This is an optimization exercise on Yosys and OpenROAD, whose aim is small area, not a production implementation. The RTL was checked by simulation tests, not by an equivalence proof against the original design. Power and IR drop assume default switching activity.

Setup of v17:
==> flow/design.v (excerpt) <==
module atm
	    (
	    CLK,
	    RESET,
	    TARJETA_RECIBIDA,
	    TIPO_DE_TARJETA,
	    PIN,
	    DIGITO,
	    DIGITO_STB,
	    TIPO_TRANS,
	    MONTO,
	    MONTO_STB,
	    BALANCE_ACTUALIZADO,
	    ENTREGAR_DINERO,
	    FONDOS_INSUFICIENTES,
	    PIN_INCORRECTO,
	    ADVERTENCIA,
	    BLOQUEO
	    );
Settings: LEC_CHECK=0, CAP_MARGIN=20, CORE_MARGIN=2, CORE_UTILIZATION=65, SLEW_MARGIN=20; clock period 6.0 ns.
standard.sh (not shown) runs the stock make flow with config.mk's settings and CLKGATE_MAP_FILE= SYNTH_SCRIPT=/design/flow/synth_recipe.tcl, a recipe that flattens the netlist after the stock synthesis.
==> flow/flow/run.sh <==
#!/bin/bash
# Standard layout with three changes:
#  * synthesis is the standard flow's own script, but ABC maps with an area-oriented
#    script (flow/abc_map.script: no delay-optimal mapping, no buffering or
#    sizing inside ABC; the layout's repair steps size for timing instead);
#  * the port buffers are the smallest buffer;
#  * the clock tree uses small clock buffers and no dummy loads.
set -euo pipefail
W=$(pwd)
cat > "$W/flow_synth.tcl" <<EOT
proc abc {args} {
  set i [lsearch -exact \$args -script]
  if {\$i >= 0} { lset args [expr {\$i + 1}] $W/flow/abc_map.script }
  yosys abc {*}\$args
}
source $W/synth_recipe.tcl
EOT
sed "s#SYNTH_SCRIPT=[^ ]*#SYNTH_SCRIPT=$W/flow_synth.tcl#" standard.sh > flow_standard.sh
grep -q "SYNTH_SCRIPT=$W/flow_synth.tcl" flow_standard.sh
export BUFFER_PORTS_ARGS="-buffer_cell sky130_fd_sc_hd__buf_1"
export CTS_ARGS="-sink_clustering_enable -repair_clock_nets -dont_use_dummy_load -buf_list sky130_fd_sc_hd__clkbuf_4 -root_buf sky130_fd_sc_hd__clkbuf_8"
bash flow_standard.sh finish > standard_flow.log 2>&1
==> flow/flow/abc_map.script <==
&get -n
&st
&dch
&nf -R 1000
&st
&syn2
&if -g -K 6
&synch2
&nf -R 1000
&st
&syn2
&if -g -K 6
&synch2
&nf -R 1000
&st
&syn2
&if -g -K 6
&synch2
&nf -R 1000
&st
&syn2
&if -g -K 6
&synch2
&nf -R 1000
&st
&syn2
&if -g -K 6
&synch2
&nf -R 1000
&put
topo
stime -c
Input-level comparison between v23 and v17:
# v17
export LEC_CHECK = 0
export CAP_MARGIN = 20
export CORE_MARGIN = 2
export CORE_UTILIZATION = 65
export SLEW_MARGIN = 20
create_clock -name core_clock -period 6.0 [get_ports {CLK}]
# v23
export LEC_CHECK = 0
export CAP_MARGIN = 20
export CORE_MARGIN = 2
export CORE_UTILIZATION = 55
export SLEW_MARGIN = 20
export SYNTH_HIERARCHICAL = 1
create_clock -name core_clock -period 6.0 [get_ports {CLK}]
==> flow/flow/run.sh <==
#!/bin/bash
set -euo pipefail
W=$(pwd)
cat > "$W/flow_synth.tcl" <<EOT
proc abc {args} {
  set i [lsearch -exact \$args -script]
  set a1 \$args
  set a2 \$args
  lset a1 [expr {\$i + 1}] $W/flow/abc_adder.script
  lset a2 [expr {\$i + 1}] $W/flow/abc_map.script
  yosys abc {*}\$a1 add32
  yosys abc {*}\$a2 atm
}
source $W/synth_recipe.tcl
EOT
sed "s#SYNTH_SCRIPT=[^ ]*#SYNTH_SCRIPT=$W/flow_synth.tcl#" standard.sh > flow_standard.sh
grep -q "SYNTH_SCRIPT=$W/flow_synth.tcl" flow_standard.sh
export BUFFER_PORTS_ARGS="-buffer_cell sky130_fd_sc_hd__buf_1"
export CTS_ARGS="-sink_clustering_enable -repair_clock_nets -dont_use_dummy_load -buf_list sky130_fd_sc_hd__clkbuf_4 -root_buf sky130_fd_sc_hd__clkbuf_8"
bash flow_standard.sh finish > standard_flow.log 2>&1
==> flow/flow/abc_adder.script (new file) <==
&get -n
&st
&syn2
&dch -f
&nf -R 1000
&st
&syn2
&dch -f
&nf -R 1000
&st
&syn2
&dch -f
&nf -R 1000
&st
&syn2
&dch -f
&nf -R 1000
&st
&syn2
&dch -f
&nf -R 1000
&put
==> flow/flow/abc_map.script <==
&get -n
&st
&deepsyn -T 60
&dch -f
&nf -R 1000
&st
&syn3
&dch -f
&nf -R 1000
&put
--- outcome ---
- The global routing usage on met3 of v23 is lower than that of v17.
- On worst slack at placement: v23 sits below v17.
- Against v17, total nets after synthesis in v23 fell slightly.
- Re setup slack of the most critical reg-to-reg path: v17 was higher than v23.
- v23 finished all stages; layout check result: FAIL, due to setup timing.
- v17 reached the final stage; the timing, design-rule and antenna checks on its layout passed.
- Delta (v23 minus v17): starting density of the core dropped 11 points, total length of routed wires increased 1.6 mm, cell area after synthesis decreased by 230 um2 relative to the old numbers, total die area now larger.
- Wire length per cell after detailed routing for v23: about 6% up relative to v17
#### Input delta (v2 over v23)
# v23
export LEC_CHECK = 0
export CAP_MARGIN = 20
export CORE_MARGIN = 2
export CORE_UTILIZATION = 55
export SLEW_MARGIN = 20
export SYNTH_HIERARCHICAL = 1
create_clock -name core_clock -period 6.0 [get_ports {CLK}]
# v2
export LEC_CHECK = 0
export CAP_MARGIN = 20
export CORE_MARGIN = 2
export CORE_UTILIZATION = 65
export SLEW_MARGIN = 20
create_clock -name core_clock -period 6.0 [get_ports {CLK}]
--- a/flow/flow/run.sh
+++ b/flow/flow/run.sh
@@ -1,2 +1,8 @@
 #!/bin/bash
+# Standard layout with three changes:
+#  * synthesis is the standard flow's own script, but ABC maps with an area-oriented
+#    script (flow/abc_map.script: no delay-optimal mapping, no buffering or
+#    sizing inside ABC; the layout's repair steps size for timing instead);
+#  * the port buffers are the smallest buffer;
+#  * the clock tree uses small clock buffers and no dummy loads.
 set -euo pipefail
@@ -6,8 +12,4 @@
   set i [lsearch -exact \$args -script]
-  set a1 \$args
-  set a2 \$args
-  lset a1 [expr {\$i + 1}] $W/flow/abc_adder.script
-  lset a2 [expr {\$i + 1}] $W/flow/abc_map.script
-  yosys abc {*}\$a1 add32
-  yosys abc {*}\$a2 atm
+  if {\$i >= 0} { lset args [expr {\$i + 1}] $W/flow/abc_map.script }
+  yosys abc {*}\$args
 }
==> flow/flow/abc_map.script <==
&get -n
&st
&syn2
&dch -f
&nf -R 1000
&st
&syn2
&dch -f
&nf -R 1000
&st
&syn2
&dch -f
&nf -R 1000
&put
removed: flow/flow/abc_adder.script
Findings:
- Although it ran to completion, v23 produced a layout that fails the final checks because of setup timing.
- v2 ran to completion and came out clean on the timing, design-rule and antenna checks.
- Going from v23 to v2, internal portion of total power shrank by more than a quarter.
- Biggest cell delay along the critical path, v2 and v23, higher one = v2.
- For the clock-pin slew on the worst setup and hold paths, v2 came in 0.02 ns higher than v23 did.
- v2 against v23: share of the clock period used by the worst path now smaller, multi-input logic cell count now smaller, worst setup slack now larger.

==> separate check: timing with driven ports <==
The results above use ideal ports. As a check the final layouts listed here were re-extracted and re-timed, cells and wires unchanged.
Step 1, drivers: a clkbuf_16 drives CLK and a buf_2 each remaining input, both assumed.
Step 2 times the ports against the registers' clock, not the clock port: input delays grow and output delays shrink by t, the midpoint of the rising clock arrivals with the driver on.
Three values: ideal ports, drivers, drivers and shift; two values: the first two.
run	t (ns)	setup WS [ns]	hold slack, ns	clock arrival spread, ns	cell pins on the clock port's net
v17	0.374	0.478 / 0.489 / 0.115	0.452 / 0.452 / 0.452	0.029 / 0.029	1
v23	0.385	-0.379 / -0.399 / -0.784	0.460 / 0.459 / 0.459	0.029 / 0.028	1
v2	0.381	0.383 / 0.391 / 0.010	0.468 / 0.468 / 0.468	0.026 / 0.026	1
For v23, which loses most, drivers alone change the setup slack by -0.020 ns; drivers and shift together by -0.405 ns.
